What follows belongs to an exercise in optimizing a design on an open flow for small area and a short achievable clock period; a production flow would make more cautious choices.
In this exercise RTL edits were held to simulation tests only and were not proved equivalent to the original.

==> pepper <==
==> flow/design.v (excerpt) <==
module ntt4point(
    input clk, rst,
    input [15:0] in0, in1, in2, in3,
    output [15:0] out0, out1, out2, out3
);
  wire n1 = ~in2[8];
  wire n2 = ~in2[9];
  wire n3 = ~in2[0];
  wire n4 = ~in2[1];
  wire n5 = ~in2[10];
  wire n6 = ~in2[2];
  wire n7 = ~in2[11];
  wire n8 = ~in2[3];
  wire n9 = ~in2[12];
  wire n10 = ~in2[4];
  wire n11 = ~in2[5];
  wire n12 = ~in2[6];
  wire n13 = ~in2[7];
  wire n14, n15;
  ntt_fa fa_n14 (.a(in2[1]), .b(in2[4]), .c(in2[10]), .s(n14), .co(n15));
  wire n16, n17;
  ntt_fa fa_n16 (.a(in2[2]), .b(in2[5]), .c(in2[11]), .s(n16), .co(n17));
  wire n18, n19;
  ntt_fa fa_n18 (.a(in2[3]), .b(in2[6]), .c(in2[12]), .s(n18), .co(n19));
  wire n20, n21;
  ntt_fa fa_n20 (.a(in2[4]), .b(in2[7]), .c(n3), .s(n20), .co(n21));
  wire n22, n23;
  ntt_fa fa_n22 (.a(in2[5]), .b(in2[8]), .c(n4), .s(n22), .co(n23));
  wire n24, n25;
  ntt_fa fa_n24 (.a(in2[6]), .b(in2[9]), .c(n6), .s(n24), .co(n25));
  wire n26, n27;
  ntt_fa fa_n26 (.a(in2[0]), .b(in2[7]), .c(in2[10]), .s(n26), .co(n27));
  wire n28, n29;
  ...
clock: 60.0 ns
lec_check: 0
cap_margin: 10
core_margin: 2
core_utilization: 60
place_density: 0.8
slew_margin: 10
synth_args: -noabc
synth_keep_modules: ntt_fa
buffer_ports_args: -buffer_cell sky130_fd_sc_hd__buf_1
cts_buf_list: sky130_fd_sc_hd__clkbuf_8
setup_slack_margin: 39.0
standard.sh (not shown) runs the stock make flow with config.mk's settings and CLKGATE_MAP_FILE= SYNTH_SCRIPT=/design/flow/synth_recipe.tcl, a recipe that flattens the netlist after the stock synthesis.
==> flow/flow/run.sh <==
#!/bin/bash
set -euo pipefail
cd "$(dirname "$0")/.."
cat >> config.mk <<'EOC'
export SYNTH_ARGS = -noabc
export SYNTH_KEEP_MODULES = ntt_fa
export DONT_USE_CELLS += sky130_fd_sc_hd__ha_1
export BUFFER_PORTS_ARGS = -buffer_cell sky130_fd_sc_hd__buf_1
export CTS_BUF_LIST = sky130_fd_sc_hd__clkbuf_8
export SETUP_SLACK_MARGIN = 39.0
EOC
bash standard.sh > standard_flow.log 2>&1
==> maple: changes against pepper <==
--- a/flow/config.mk
+++ b/flow/config.mk
@@ -5,11 +5,10 @@
 export SDC_FILE = /design/flow/constraint.sdc
 export NUM_CORES = 4
 export LEC_CHECK = 0
-export CAP_MARGIN = 10
+export CAP_MARGIN = 20
 export CORE_MARGIN = 2
-export CORE_UTILIZATION = 60
-export PLACE_DENSITY = 0.8
-export SLEW_MARGIN = 10
+export CORE_UTILIZATION = 40
+export SLEW_MARGIN = 20
 export SYNTH_ARGS = -noabc
 export SYNTH_KEEP_MODULES = ntt_fa
 export DONT_USE_CELLS += sky130_fd_sc_hd__ha_1
==> results.tsv <==
metric	value	unit
outcome	no timing/DRC/antenna violations	
wl_met1	12.0	mm
worst_pin_slew	0.830	ns
fin_cells	1434	
buffer_area_frac	0.0398	
grt_pass1_vias	7601	
clock_buffer_count	5	
dp_hpwl	23.3	mm
grt_use_met3	0.0231	
multiInputGateArea	9740	um^2
die_area	29700	um^2
max_slew_margin	0.447	
n_all_buffers	114	
rsz0062_at_grt	false	
nFillCells	2666	
cts_resized	7	
routed-wl-met3	1.40	mm
That was maple.
==> results.tsv <==
metric	value	unit
wl_met1	9.76	mm
grt_use_met3	0.0742	
fin_cells	1284	
rsz0062_at_grt	true	
dp_hpwl	22.6	mm
nFillCells	1453	
multiInputGateArea	9740	um^2
n_all_buffers	110	
outcome	no timing/DRC/antenna violations	
worst_pin_slew	1.05	ns
That was pepper.

==> 12-03: inputs <==
Starting RTL as in the previous note.
## ntt4point
module ntt4point(
    input clk, rst,
    input [15:0] in0, in1, in2, in3,
    output [15:0] out0, out1, out2, out3
);
  wire n1 = ~in2[8];
  wire n2 = ~in2[9];
  wire n3 = ~in2[0];
  wire n4 = ~in2[1];
  wire n5 = ~in2[10];
  wire n6 = ~in2[2];
  wire n7 = ~in2[11];
  wire n8 = ~in2[3];
  wire n9 = ~in2[12];
  wire n10 = ~in2[4];
  wire n11 = ~in2[5];
  wire n12 = ~in2[6];
  wire n13 = ~in2[7];
  wire n14, n15;
  ntt_fa fa_n14 (.a(in2[1]), .b(in2[4]), .c(in2[10]), .s(n14), .co(n15));
  wire n16, n17;
  ntt_fa fa_n16 (.a(in2[2]), .b(in2[5]), .c(in2[11]), .s(n16), .co(n17));
  wire n18, n19;
  ntt_fa fa_n18 (.a(in2[3]), .b(in2[6]), .c(in2[12]), .s(n18), .co(n19));
  wire n20, n21;
  ntt_fa fa_n20 (.a(in2[4]), .b(in2[7]), .c(n3), .s(n20), .co(n21));
  wire n22, n23;
  ntt_fa fa_n22 (.a(in2[5]), .b(in2[8]), .c(n4), .s(n22), .co(n23));
  wire n24, n25;
  ntt_fa fa_n24 (.a(in2[6]), .b(in2[9]), .c(n6), .s(n24), .co(n25));
  wire n26, n27;
  ...
clock: 60.0 ns
lec_check: 0
cap_margin: 20
core_margin: 2
core_utilization: 40
slew_margin: 20
synth_args: -noabc
synth_keep_modules: ntt_fa
buffer_ports_args: -buffer_cell sky130_fd_sc_hd__buf_1
cts_buf_list: sky130_fd_sc_hd__clkbuf_8
setup_slack_margin: 39.0
tns_end_percent: 20
==> flow/flow/run.sh <==
#!/bin/bash
set -euo pipefail
cd "$(dirname "$0")/.."
cat >> config.mk <<'EOC'
export SYNTH_ARGS = -noabc
export SYNTH_KEEP_MODULES = ntt_fa
export DONT_USE_CELLS += sky130_fd_sc_hd__ha_1
export BUFFER_PORTS_ARGS = -buffer_cell sky130_fd_sc_hd__buf_1
export CTS_BUF_LIST = sky130_fd_sc_hd__clkbuf_8
export SETUP_SLACK_MARGIN = 39.0
export TNS_END_PERCENT = 20
EOC
bash standard.sh > standard_flow.log 2>&1
==> 10-08: changes against 12-03 <==
--- a/flow/flow/run.sh
+++ b/flow/flow/run.sh
@@ -10,3 +10,2 @@
 export SETUP_SLACK_MARGIN = 39.0
-export TNS_END_PERCENT = 20
 EOC
--- a/flow/config.mk
+++ b/flow/config.mk
@@ -7,6 +7,7 @@
 export LEC_CHECK = 0
-export CAP_MARGIN = 20
+export CAP_MARGIN = 0
 export CORE_MARGIN = 2
-export CORE_UTILIZATION = 40
-export SLEW_MARGIN = 20
+export CORE_UTILIZATION = 60
+export PLACE_DENSITY = 0.8
+export SLEW_MARGIN = 0
 export SYNTH_ARGS = -noabc
@@ -17,2 +18 @@
 export SETUP_SLACK_MARGIN = 39.0
-export TNS_END_PERCENT = 20
==> 02-26: changes against 12-03 <==
==> flow/run.sh (new file) <==
#!/bin/bash
# synth_recipe.tcl (not shown) runs the flow's synth.tcl, then flattens the netlist and writes it again
# the make line also repeats each setting of config.mk as NAME=value (left out here)
make -C /OpenROAD-flow-scripts/flow DESIGN_CONFIG=/design/flow/config.mk WORK_HOME=/design/flow/orfs CLKGATE_MAP_FILE= SYNTH_SCRIPT=/design/flow/synth_recipe.tcl finish
==> flow/config.mk (replaced) <==
export PLATFORM = sky130hd
export DESIGN_NAME = ntt4point
export DESIGN_NICKNAME = ntt4point
export VERILOG_FILES = /design/flow/design.v
export SDC_FILE = /design/flow/constraint.sdc
export NUM_CORES = 4
export LEC_CHECK = 0
export CAP_MARGIN = 20
export CORE_MARGIN = 2
export CORE_UTILIZATION = 60
export CTS_BUF_LIST = sky130_fd_sc_hd__clkbuf_8
export PLACE_DENSITY = 0.8
export SETUP_SLACK_MARGIN = 5
export SLEW_MARGIN = 20
removed: flow/flow/run.sh
removed: flow/standard.sh
==> comparison table <==
                                                                            12-03           10-08           02-26
Area growth from synthesis to layout                                        9.01%           6.92%           10.7%
Number of clock buffers in the layout                                           5               6               6
Synth Area in Simple Gates                                                  8.73%           8.73%           6.39%
Post-Place Setup Slack                                                  38,300 ps       38,280 ps       37,980 ps
Resized cells post-CTS                                                          7              12               0
Number of antenna violations at the first check in global routing               2               0               0
Final Routed Wirelength                                                   25.7 mm         25.1 mm         27.3 mm
Sequential fraction of total cell area                                      8.42%           8.59%           7.34%
Share of cells above drive strength 1                                       7.69%           7.24%           1.86%
Clock-pin slew on the worst setup and hold paths                            90 ps          100 ps           80 ps
Smallest hold slack                                                     12,240 ps       12,520 ps       12,280 ps
Final layout net count                                                      1,475           1,471           1,860
# placed instances                                                          1,417           1,272           1,614
Final core utilization                                                      44.4%           65.0%           67.7%
Capturing element of the worst setup path                                   r0[7]           r0[7]           r0[5]
Chip Width                                                                 172 µm          141 µm          150 µm
Run status                                                         finished clean  finished clean  finished clean
Share of cell area taken by muxes after synthesis                          0.541%          0.541%         0.0782%
F_max                                                                  0.0485 GHz      0.0484 GHz      0.0462 GHz
Die boundary height                                                        172 µm          141 µm          150 µm
Multi-input gates                                                             750             750             724
Met2 WL post-DR                                                           12.0 mm         12.2 mm         13.2 mm
Dpl hpwl                                                                  23.3 mm         22.6 mm         25.1 mm
Mean instance size in the synthesized netlist                            12.0 µm²        12.0 µm²        10.3 µm²

==> wip/cedar: inputs <==
Another version of the RTL of ntt4point (not shown whole).
## ntt4point
module ntt4point(
    input clk, rst,
    input [15:0] in0, in1, in2, in3,
    output [15:0] out0, out1, out2, out3
);
Settings: LEC_CHECK=0, CAP_MARGIN=20, CORE_MARGIN=2, CORE_UTILIZATION=40, SLEW_MARGIN=20, SYNTH_ARGS=-noabc, SYNTH_KEEP_MODULES=ntt_fa, BUFFER_PORTS_ARGS=-buffer_cell sky130_fd_sc_hd__buf_1, SETUP_SLACK_MARGIN=39; clock period 60.0 ns.
==> flow/flow/run.sh <==
#!/bin/bash
set -euo pipefail
cd "$(dirname "$0")/.."
cat >> config.mk <<'EOC'
export SYNTH_ARGS = -noabc
export SYNTH_KEEP_MODULES = ntt_fa
export BUFFER_PORTS_ARGS = -buffer_cell sky130_fd_sc_hd__buf_1
export SETUP_SLACK_MARGIN = 39
EOC
bash standard.sh > standard_flow.log 2>&1
==> wip/zinc: changes against wip/cedar <==
==> flow/flow/run.sh (replaced) <==
#!/bin/bash
set -euo pipefail
cd "$(dirname "$0")/.."
cat >> config.mk <<'EOC'
export SYNTH_ARGS = -noabc
export SYNTH_KEEP_MODULES = ntt_fa
export DONT_USE_CELLS += sky130_fd_sc_hd__ha_1
export BUFFER_PORTS_ARGS = -buffer_cell sky130_fd_sc_hd__buf_1
export CTS_BUF_LIST = sky130_fd_sc_hd__clkbuf_8
export SETUP_SLACK_MARGIN = 39.8
EOC
bash standard.sh > standard_flow.log 2>&1
--- a/flow/config.mk
+++ b/flow/config.mk
@@ -11,5 +11,7 @@
 export SLEW_MARGIN = 20
 export SYNTH_ARGS = -noabc
 export SYNTH_KEEP_MODULES = ntt_fa
+export DONT_USE_CELLS += sky130_fd_sc_hd__ha_1
 export BUFFER_PORTS_ARGS = -buffer_cell sky130_fd_sc_hd__buf_1
-export SETUP_SLACK_MARGIN = 39
+export CTS_BUF_LIST = sky130_fd_sc_hd__clkbuf_8
+export SETUP_SLACK_MARGIN = 39.8
==> summary of the runs <==
Final cell count: wip/cedar is smaller than wip/zinc (0.59%).
Via count: wip/zinc is larger than wip/cedar (6.0%).
In wip/cedar the design area is lower than in wip/zinc, by about 0.9%.
Between wip/cedar and wip/zinc, the lower maximum frequency is in wip/cedar (gap about 3.3%, measured against wip/zinc).
Between wip/zinc and wip/cedar, the lower non-clock buffer count is in wip/cedar (gap 20).
Of wip/zinc and wip/cedar, wip/zinc has the higher count of clock-buffer cells in the layout (gap 2).
wip/zinc finished with timing, DRC and antenna clean. wip/cedar finished clean.
Against wip/cedar, the worst hold slack of wip/zinc is worse by 0.039 ns.

==> inputs of run a <==
RTL: one of the versions met above, not the one the previous note started from.
export LEC_CHECK = 0
export CAP_MARGIN = 20
export CORE_MARGIN = 2
export CORE_UTILIZATION = 40
export SLEW_MARGIN = 20
export SYNTH_ARGS = -noabc
export SYNTH_KEEP_MODULES = ntt_fa
export BUFFER_PORTS_ARGS = -buffer_cell sky130_fd_sc_hd__buf_1
export CTS_BUF_LIST = sky130_fd_sc_hd__clkbuf_8
export SETUP_SLACK_MARGIN = 39.0
export TNS_END_PERCENT = 0
create_clock -name core_clock -period 60.0 [get_ports {clk}]
==> flow/flow/run.sh <==
#!/bin/bash
set -euo pipefail
cd "$(dirname "$0")/.."
cat >> config.mk <<'EOC'
export SYNTH_ARGS = -noabc
export SYNTH_KEEP_MODULES = ntt_fa
export DONT_USE_CELLS += sky130_fd_sc_hd__ha_1
export BUFFER_PORTS_ARGS = -buffer_cell sky130_fd_sc_hd__buf_1
export CTS_BUF_LIST = sky130_fd_sc_hd__clkbuf_8
export SETUP_SLACK_MARGIN = 39.0
export TNS_END_PERCENT = 0
EOC
bash standard.sh > standard_flow.log 2>&1
==> run b (differences from run a) <==
--- a/flow/flow/run.sh
+++ b/flow/flow/run.sh
@@ -8,6 +8,5 @@
 export BUFFER_PORTS_ARGS = -buffer_cell sky130_fd_sc_hd__buf_1
 export CTS_BUF_LIST = sky130_fd_sc_hd__clkbuf_8
-export SETUP_SLACK_MARGIN = 39.0
-export TNS_END_PERCENT = 0
+export SETUP_SLACK_MARGIN = 39.2
 EOC
 bash standard.sh > standard_flow.log 2>&1
--- a/flow/config.mk
+++ b/flow/config.mk
@@ -8,5 +8,6 @@
 export CAP_MARGIN = 20
 export CORE_MARGIN = 2
-export CORE_UTILIZATION = 40
+export CORE_UTILIZATION = 60
+export PLACE_DENSITY = 0.8
 export SLEW_MARGIN = 20
 export SYNTH_ARGS = -noabc
@@ -15,4 +16,3 @@
 export BUFFER_PORTS_ARGS = -buffer_cell sky130_fd_sc_hd__buf_1
 export CTS_BUF_LIST = sky130_fd_sc_hd__clkbuf_8
-export SETUP_SLACK_MARGIN = 39.0
-export TNS_END_PERCENT = 0
+export SETUP_SLACK_MARGIN = 39.2
==> out/qor.csv <==
metric,value,unit
fin util,65.56,%
n_taps,234,
outcome,no timing/DRC/antenna violations,
Setup WS post-layout,39.49,ns
multi-input logic area,9759,µm²
met3 routed wirelength,2320,µm
Horiz. Die Dim,141.5,µm
die area,20010,µm²
Source of the figures above: run b

==> out/qor.csv <==
metric,value,unit
Starting Density,40.70,%
met3 routed wirelength,1306,µm
hpwl dp,23280,µm
fin util,44.26,%
outcome,no timing/DRC/antenna violations,
Synth top area share,62.86,%
number of clock buffers in the layout,5,
die area,29710,µm²
Horiz. Die Dim,172.4,µm
multi-input logic area,9739,µm²
n_taps,378,
Source of the figures above: run a


==> v1 <==
Starting RTL as in the previous note.
==> flow/config.mk <==
export PLATFORM = sky130hd
export DESIGN_NAME = ntt4point
export DESIGN_NICKNAME = ntt4point
export VERILOG_FILES = /design/flow/design.v
export SDC_FILE = /design/flow/constraint.sdc
export NUM_CORES = 4
export LEC_CHECK = 0
export CAP_MARGIN = 20
export CORE_MARGIN = 2
export CORE_UTILIZATION = 60
export PLACE_DENSITY = 0.8
export SLEW_MARGIN = 20
export SYNTH_ARGS = -noabc
export SYNTH_KEEP_MODULES = ntt_fa
export DONT_USE_CELLS += sky130_fd_sc_hd__ha_1
export BUFFER_PORTS_ARGS = -buffer_cell sky130_fd_sc_hd__buf_1
export CTS_BUF_LIST = sky130_fd_sc_hd__clkbuf_8
export SETUP_SLACK_MARGIN = 38.8
==> flow/constraint.sdc <==
create_clock -name core_clock -period 60.0 [get_ports {clk}]
set_input_delay 12.0000 -clock core_clock [delete_from_list [all_inputs] [get_ports {clk}]]
set_output_delay 12.0000 -clock core_clock [all_outputs]
set_load 0.01 [all_outputs]
==> flow/flow/run.sh <==
#!/bin/bash
set -euo pipefail
cd "$(dirname "$0")/.."
cat >> config.mk <<'EOC'
export SYNTH_ARGS = -noabc
export SYNTH_KEEP_MODULES = ntt_fa
export DONT_USE_CELLS += sky130_fd_sc_hd__ha_1
export BUFFER_PORTS_ARGS = -buffer_cell sky130_fd_sc_hd__buf_1
export CTS_BUF_LIST = sky130_fd_sc_hd__clkbuf_8
export SETUP_SLACK_MARGIN = 38.8
EOC
bash standard.sh > standard_flow.log 2>&1
==> v15 (differences from v1) <==
--- a/flow/flow/run.sh
+++ b/flow/flow/run.sh
@@ -9,3 +9,4 @@
 export CTS_BUF_LIST = sky130_fd_sc_hd__clkbuf_8
-export SETUP_SLACK_MARGIN = 38.8
+export SETUP_SLACK_MARGIN = 39.0
+export SKIP_GATE_CLONING = 1
 EOC
--- a/flow/config.mk
+++ b/flow/config.mk
@@ -9,4 +9,3 @@
 export CORE_MARGIN = 2
-export CORE_UTILIZATION = 60
-export PLACE_DENSITY = 0.8
+export CORE_UTILIZATION = 40
 export SLEW_MARGIN = 20
@@ -17,2 +16,3 @@
 export CTS_BUF_LIST = sky130_fd_sc_hd__clkbuf_8
-export SETUP_SLACK_MARGIN = 38.8
+export SETUP_SLACK_MARGIN = 39.0
+export SKIP_GATE_CLONING = 1
==> v7 (differences from v1) <==
--- a/flow/flow/run.sh
+++ b/flow/flow/run.sh
@@ -9,3 +9,3 @@
 export CTS_BUF_LIST = sky130_fd_sc_hd__clkbuf_8
-export SETUP_SLACK_MARGIN = 38.8
+export SETUP_SLACK_MARGIN = 39.4
 EOC
--- a/flow/config.mk
+++ b/flow/config.mk
@@ -9,4 +9,3 @@
 export CORE_MARGIN = 2
-export CORE_UTILIZATION = 60
-export PLACE_DENSITY = 0.8
+export CORE_UTILIZATION = 40
 export SLEW_MARGIN = 20
@@ -17,2 +16,2 @@
 export CTS_BUF_LIST = sky130_fd_sc_hd__clkbuf_8
-export SETUP_SLACK_MARGIN = 38.8
+export SETUP_SLACK_MARGIN = 39.4
==> summary.txt <==
In synthesized cell count, v7 and v1 do not differ. Of v1 and v15, v15 has the higher non-clock buffer count (gap 5). v15 finished clean. v7 completed with no timing, DRC or antenna violations. v1 went through all stages and came out clean. Sequential cell count is the same in v15 and v1. Area after synthesis is the same in v1 and v7. The lowest sequential share of layout area belongs to v7, the highest to v1. In v1 the die area is smaller than in v7, by 33%.

separate check: timing with driven ports:
In the flow no input, the clock included, has a driving cell. The finished layouts below were timed again as built, in two steps. Step 1: set_driving_cell puts a clkbuf_16 on clk and a buf_2 on each other input, an assumption about the parent block. Step 2 moves the port delays by t, midway between the first and last clock arrival at a register: inputs arrive t later, outputs are due t later. That takes back most of the time a late clock gives input paths. a / b / c = ideal ports / drivers / drivers and shift; a / b = the first two.
run	t (ns)	slack for setup (ns)	latest minus earliest clock arrival (ns)	worst slew at a driven data input, ns
pepper	0.344	39.336 / 39.348 / 39.004	0.014 / 0.014	0.07
maple	0.354	39.393 / 39.375 / 39.021	0.007 / 0.008	0.09
12-03	0.354	39.393 / 39.375 / 39.021	0.007 / 0.008	0.09
10-08	0.344	39.336 / 39.348 / 39.004	0.014 / 0.014	0.07
02-26	0.341	38.370 / 38.375 / 38.034	0.013 / 0.012	0.04
wip/cedar	0.330	39.377 / 39.397 / 39.067	0.006 / 0.006	0.08
wip/zinc	0.363	40.056 / 40.069 / 39.705	0.007 / 0.007	0.07
run a	0.353	39.325 / 39.316 / 38.962	0.008 / 0.007	0.08
run b	0.344	39.491 / 39.472 / 39.128	0.014 / 0.014	0.07
v1	0.344	39.178 / 39.188 / 38.844	0.014 / 0.014	0.07
v15	0.354	39.393 / 39.375 / 39.021	0.007 / 0.008	0.09
v7	0.353	39.720 / 39.689 / 39.336	0.007 / 0.007	0.09
After both steps every run listed still meets setup and hold. For v7, which loses most, drivers alone change the setup slack by -0.031 ns; drivers and shift together by -0.384 ns.
